Context: an optimization exercise on an open-source flow, tuned for small area, a short achievable clock period and few clock cycles. The choices shown serve that exercise and are no tape-out recipe.
Function was checked by simulation only, so behaviour that the tests miss may differ from the original.
Power and IR drop assume default switching activity.

<file path="run.sh">
#!/bin/bash
# synth_recipe.tcl (not shown) runs the flow's synth.tcl, then flattens the netlist and writes it again
# the make line also repeats each setting of config.mk as NAME=value (left out here)
make -C /OpenROAD-flow-scripts/flow DESIGN_CONFIG=/design/flow/config.mk WORK_HOME=/design/flow/orfs CLKGATE_MAP_FILE= SYNTH_SCRIPT=/design/flow/synth_recipe.tcl finish
</file>
<file path="config.mk">
export PLATFORM = sky130hd
export DESIGN_NAME = booth_mul
export DESIGN_NICKNAME = booth_mul
export VERILOG_FILES = /design/flow/design.v
export SDC_FILE = /design/flow/constraint.sdc
export NUM_CORES = 4
export LEC_CHECK = 0
export CAP_MARGIN = 20
export CORE_MARGIN = 2
export CORE_UTILIZATION = 40
export SETUP_SLACK_MARGIN = 2.5
export SLEW_MARGIN = 20
</file>
<file path="constraint.sdc">
create_clock -name core_clock -period 6.0 [get_ports {CLK}]
set_input_delay 1.2000 -clock core_clock [delete_from_list [all_inputs] [get_ports {CLK}]]
set_output_delay 1.2000 -clock core_clock [all_outputs]
set_load 0.01 [all_outputs]
</file>
<file path="design.v">
module booth (res, m1 , m2, CLK,  BREQ, BACK, RSTn);
parameter R = 2;
localparam STEPS = 12 / R;
localparam AW = 25;                   
output [47:0] res;
input  [23:0] m1, m2;
input  CLK, BREQ, RSTn;
output BACK;
reg busy, done;
reg [3:0] count;
reg signed [AW-1:0] A;
reg [23:0] M, Q;
reg qm1;
wire [2*R:0] qb = {Q[2*R-1:0], qm1};
reg signed [AW+2*R-1:0] acc;
reg signed [AW+2*R-1:0] row;
reg one, two, neg;
integer r;
always @(*) begin
	acc = A;
	for (r = 0; r < R; r = r + 1) begin
		one = qb[2*r+1] ^ qb[2*r];
		two = (qb[2*r+2] & ~qb[2*r+1] & ~qb[2*r]) | (~qb[2*r+2] & qb[2*r+1] & qb[2*r]);
		neg = qb[2*r+2];
		row = 0;
		if (one) row = {{(AW+2*R-24){M[23]}}, M};
		if (two) row = {{(AW+2*R-25){M[23]}}, M, 1'b0};
		if (neg) row = ~row;
		acc = acc + (row <<< (2 * r)) + (neg << (2 * r));
	end
end
wire [AW-1:0] A_next = acc[AW+2*R-1:2*R];
wire [23:0]   Q_next = {acc[2*R-1:0], Q[23:2*R]};
always @(posedge CLK) begin
	if (!RSTn) begin
		busy <= 1'b0;
		done <= 1'b0;
		count <= 4'd0;
	end else begin
		done <= 1'b0;
		if (!busy) begin
			if (BREQ) begin
				busy <= 1'b1;
				count <= 4'd0;
			end
		end else begin
			count <= count + 4'd1;
			if (count == STEPS - 1) begin
				busy <= 1'b0;
				done <= 1'b1;
			end
		end
	end
end
always @(posedge CLK) begin
	if (!busy) begin
		M <= m1;
		Q <= m2;
		qm1 <= 1'b0;
		A <= 0;
	end else begin
		A <= A_next;
		Q <= Q_next;
		qm1 <= Q[2*R-1];
	end
end
assign res  = {A[23:0], Q};
assign BACK = done;
endmodule
module booth_mul (
    input             CLK ,
    input             RSTn ,
    input      [23:0] m1 ,
    input      [23:0] m2 ,
    input             BREQ ,
    output     [47:0] res ,
    output            BACK
);
booth u_booth (
    .res  (res),
    .m1   (m1),
    .m2   (m2),
    .CLK  (CLK),
    .BREQ (BREQ),
    .BACK (BACK),
    .RSTn (RSTn)
);
endmodule
</file>
==> results.cfg <==
[timing]
worstMarginPinSlew_ns = 0.885
max_clock_freq_ghz = 0.257
fin_skew_ns = 0.0103
report.final.hold_viol_count = 0
final_period_minus_worst_setup_slack_ns = 3.89
fin_crit_sh_pct = 64.9
final_max_slew_viol_count = 0
totalNegativeSetupSlack_ns = 0
slew_hr_pct = 41.0
setup_viol = 0
unrepaired_setup_endpoints_after_global_routing = yes
fin_worst_hold_slack_ns = 0.489

[clocking]
clk_pin_slew_worst_paths_ns = 0.07
clock-root-buffer = clkbuf_16
clock-sinks = 80
post_cts_hold_buffer_count = 0
clock_path_buffers = 2
cts_inserted_buffers = 9
clkLatencyLatePin_ns = 0.36
cts_tree = done
htree_num_levels = 3

[floorplan]
design.die.area_sq_mm = 0.0173
initial_core_utilization_pct = 41.0
fp.coreArea_sq_mm = 0.0159
die_w_um = 132
io_pins = 100
floorplan.die.height_um = 132
placementRows = 46

[cells_and_area]
multi_input_area_sq_mm = 0.00547
layout.nets = 1025
post_route_cells_drive_above_1_share_pct = 35.5
antenna-diode-count = 0
area_delta_synth_final_pct = 54.9
seq_area_sq_mm = 0.00186
final.fill_count = 1211

[critical_path]
critPathRequiredTime_ns = 6.24
worstPathArrival_ns = 4.14
crit_family = adder cells
critPathCaptureType = register
crit_path_top_delay_cell = fa_1
setup.worst_path.start_class = register
path_buf_inv = 2
worstPathCellList = buf_12 > xor2_4 > and2_4 > buf_4 > a221oi_4 > fa_1 > ha_1 > ha_4 > nand4_1 > nor4_4 > a211oi_4 > o211ai_4 > a21oi_1 > a311o_1
criticalPathCategory = register to register
timing.critical_path.slowest_cell_delay_ns = 0.48
worstPathMaxFanout = 7

[yosys]
post-synth-top-area-fraction_pct = 17.2
synth_seq_area_share_pct = 28.3
synth-async-reset-ratio_pct = 0
largest_cells_by_area_after_synthesis = dfxtp_1 (17%), edfxtp_1 (11%), ha_1 (11%), fa_1 (8.0%), nor2_1 (7.0%)
post_synth_instance_area_sq_mm = 0.00652
ys_ff_latch = 80
post-synth-top-area-cell = dfxtp_1
ys_warn_count = 1
post_synth_inst_count = 757
synthDistinctLibCells = 62
syn-mean-instance-area_sq_um = 8.61
synth_flop_cell = dfxtp_1
number_of_flops_mapped_to_enable_cells_by_yosys = 24
post_syn_nets = 889

[global_route]
globalRouteOverflowTotal = 0
wire_length_of_the_first_global_routing_pass_mm = 34.1
grt_pass1_vias = 6505
antenna_found_initial = 0
track_usage_pct = 24.4
largest_net_degree_at_the_start_of_global_routing = 52

[power]
power.static_leakage_nw = 3.96
ir_worst_vdd_mv = 0.251
power-per-cell-area_mw_per_mm2 = 537

[detailed_routing]
detail_route.wirelength_mm = 22.4
drt_iter0_markers = 745
drc_errors = 0
vias_per_cell = 5.96
antenna_left = 0
vias = 6637
detailedRoute.firstPassIterationCount = 6
route.detailed.wl_per_inst_um = 20.1

[run]
cap_violations = 0

[placement]
buffer_ports.inserted = 99
place_congestion = 0.851
detailed_place_hpwl_mm = 13.0

[hold_path]
class_of_the_most_critical_hold_timing_path = register to register

[run_status]
run_status = finished clean
[synthesized netlist by cell type, types with 10 or more instances]
| cell | instances |
|---|---|
| mux2_2 | 22 |
| xor2_1 | 12 |
| a21o_1 | 14 |
| o21ai_1 | 10 |
| a21oi_1 | 69 |
| xnor2_1 | 10 |
| inv_1 | 16 |
| nor2_1 | 122 |
| dfxtp_1 | 56 |
| nand2_1 | 42 |
| o21ai_0 | 16 |
| buf_4 | 25 |
| edfxtp_1 | 24 |
| a221oi_1 | 44 |
| clkbuf_1 | 56 |
| fa_1 | 26 |
| o22ai_1 | 30 |
| ha_1 | 55 |
[through the flow]
| stage | power, W | util, % | std cells | worst slack (ns) | area (sq um) |
|---|---|---|---|---|---|
| global route | 0.00578 | 63.6 | 1114 | 2.01 | 10100 |
| global placement | 0.00329 | 47.4 | 982 | 1.51 | 7530 |
| detailed placement | 0.00332 | 47.4 | 982 | 1.38 | 7530 |
| finish | 0.00542 | 63.6 | 1114 | 2.11 | 10100 |
| CTS | 0.00475 | 59.7 | 1082 | 2.30 | 9480 |
| floorplan | 0.00284 | - | 757 | 2.30 | 6910 |
[cells by family (layout without fill, tap and decap cells)]
logic type	after synthesis	in the layout	share of synthesized area [%]
XOR/XNOR	22	22	2.96
AO/OA/AOI/OAI	218	218	22.4
buffers and inverters	113	250	8.58
AND/OR/NAND/NOR	216	220	14.7
multiplexers	27	27	4.59
adder cells (fa/ha/maj)	81	81	18.5
flip-flops	80	80	28.3
[metal layers]
layer / global-route usage (%) / vias up / wire, um
li1: - / 2986 / -
met1: 30.7 / 3225 / 9200
met2: 39.8 / 353 / 10700
met3: 6.64 / 73 / 1820
met4: 9.72 / 0 / 724
met5: 0 / - / 0
[state kept, by name, indices dropped and copies added, names as in the netlist]
register and flops:
u_booth.Q 24, u_booth.done 1, u_booth.A 25, u_booth.busy 1, u_booth.M 24, u_booth.count 4
u_booth.qm1 1
[final timing paths]
check        cells past startpoint     startpoint       endpoint  slack, ns
max                             14   u_booth.Q[0]  u_booth.A[24]       2.11
max reg2reg                     14   u_booth.Q[0]  u_booth.A[24]       2.11
min reg2reg                      1  u_booth.Q[14]  u_booth.Q[10]       0.49
min                              1  u_booth.Q[14]  u_booth.Q[10]       0.49
[cell usage in the layout (no fill, tap or decap), drive strengths merged, types with 4 or more instances in the layout]
| cell | netlist | routed |
|---|---|---|
| mux2 | 23 | 23 |
| xor2 | 12 | 12 |
| ha | 55 | 55 |
| edfxtp | 24 | 24 |
| nor2 | 122 | 122 |
| nand2 | 42 | 44 |
| buf | 38 | 116 |
| and2 | 5 | 7 |
| clkbuf | 58 | 10 |
| nand2b | 6 | 6 |
| o21a | 4 | 4 |
| a21oi | 69 | 69 |
| mux2i | 4 | 4 |
| a21o | 14 | 14 |
| nand3 | 7 | 7 |
| o22ai | 30 | 30 |
| and3 | 5 | 5 |
| nor3 | 5 | 5 |
| dfxtp | 56 | 56 |
| nor2b | 5 | 5 |
| fa | 26 | 26 |
| a221oi | 45 | 45 |
| o211ai | 4 | 4 |
| nor3b | 5 | 5 |
| xnor2 | 10 | 10 |
| a31oi | 9 | 9 |
| o21ai | 26 | 26 |
| clkdlybuf4s50 | 0 | 99 |
| inv | 17 | 21 |
[power breakdown]
part           leakage [nW]  switching, W  total [W]  internal [W]
Clock                 0.162      0.000265   0.000622      0.000357
Sequential            0.710      0.000113   0.000776      0.000663
Combinational          3.09       0.00205    0.00402       0.00198
[final cells by class]
cell class,instances,area share [%]
multi-input cells,568,54.1
repair buffers,217,20.9
flip-flops and latches,80,18.4
well taps,216,2.68
clock buffers,10,2.48
clock inverters,6,0.756
inverters,17,0.644
[worst register-to-register path, stage by stage (launching register included)]
cell	delay [ns]
dfxtp_4	0.40
buf_12	0.15
xor2_4	0.16
and2_4	0.20
buf_4	0.15
a221oi_4	0.28
fa_1	0.48
ha_1	0.36
ha_4	0.32
nand4_1	0.24
nor4_4	0.29
a211oi_4	0.14
o211ai_4	0.25
a21oi_1	0.09
a311o_1	0.29
[repair_timing]
| item | 4_1_cts | 5_1_grt |
|---|---|---|
| gates cloned | 8 | 0 |
| resized for setup | 144 | 63 |
| endpoints found under the setup margin | 26 | 20 |
| pin swaps | 52 | 52 |
| setup buffers | 76 | 32 |
Testbench counts, summed over its fixed seeds: cycles 128,000.

-- separate check: timing with driven ports --
The flow's constraints put no driver on any port. The routed layout listed below was extracted and timed again, unchanged, in two steps. Step 1 (the two cells are an assumption about what drives the block):
set clk [get_ports {CLK}]
set_driving_cell -lib_cell sky130_fd_sc_hd__clkbuf_16 $clk
set_driving_cell -lib_cell sky130_fd_sc_hd__buf_2 [delete_from_list [all_inputs] $clk]
Step 2 also shifts input and output timing later by t, the mid clock arrival at the registers, as if the neighbouring blocks saw the same clock. Three values: ideal, step 1, step 2; two values: the first two.
shift t [ns]: 0.398
setup slack, ns: 2.105 / 2.105 / 2.105
worst data-port slew with drivers (ns): 0.04
After both steps setup and hold are still met in this run. The setup slack of this run moves by 0.000 ns with the drivers and by 0.000 ns with both steps.
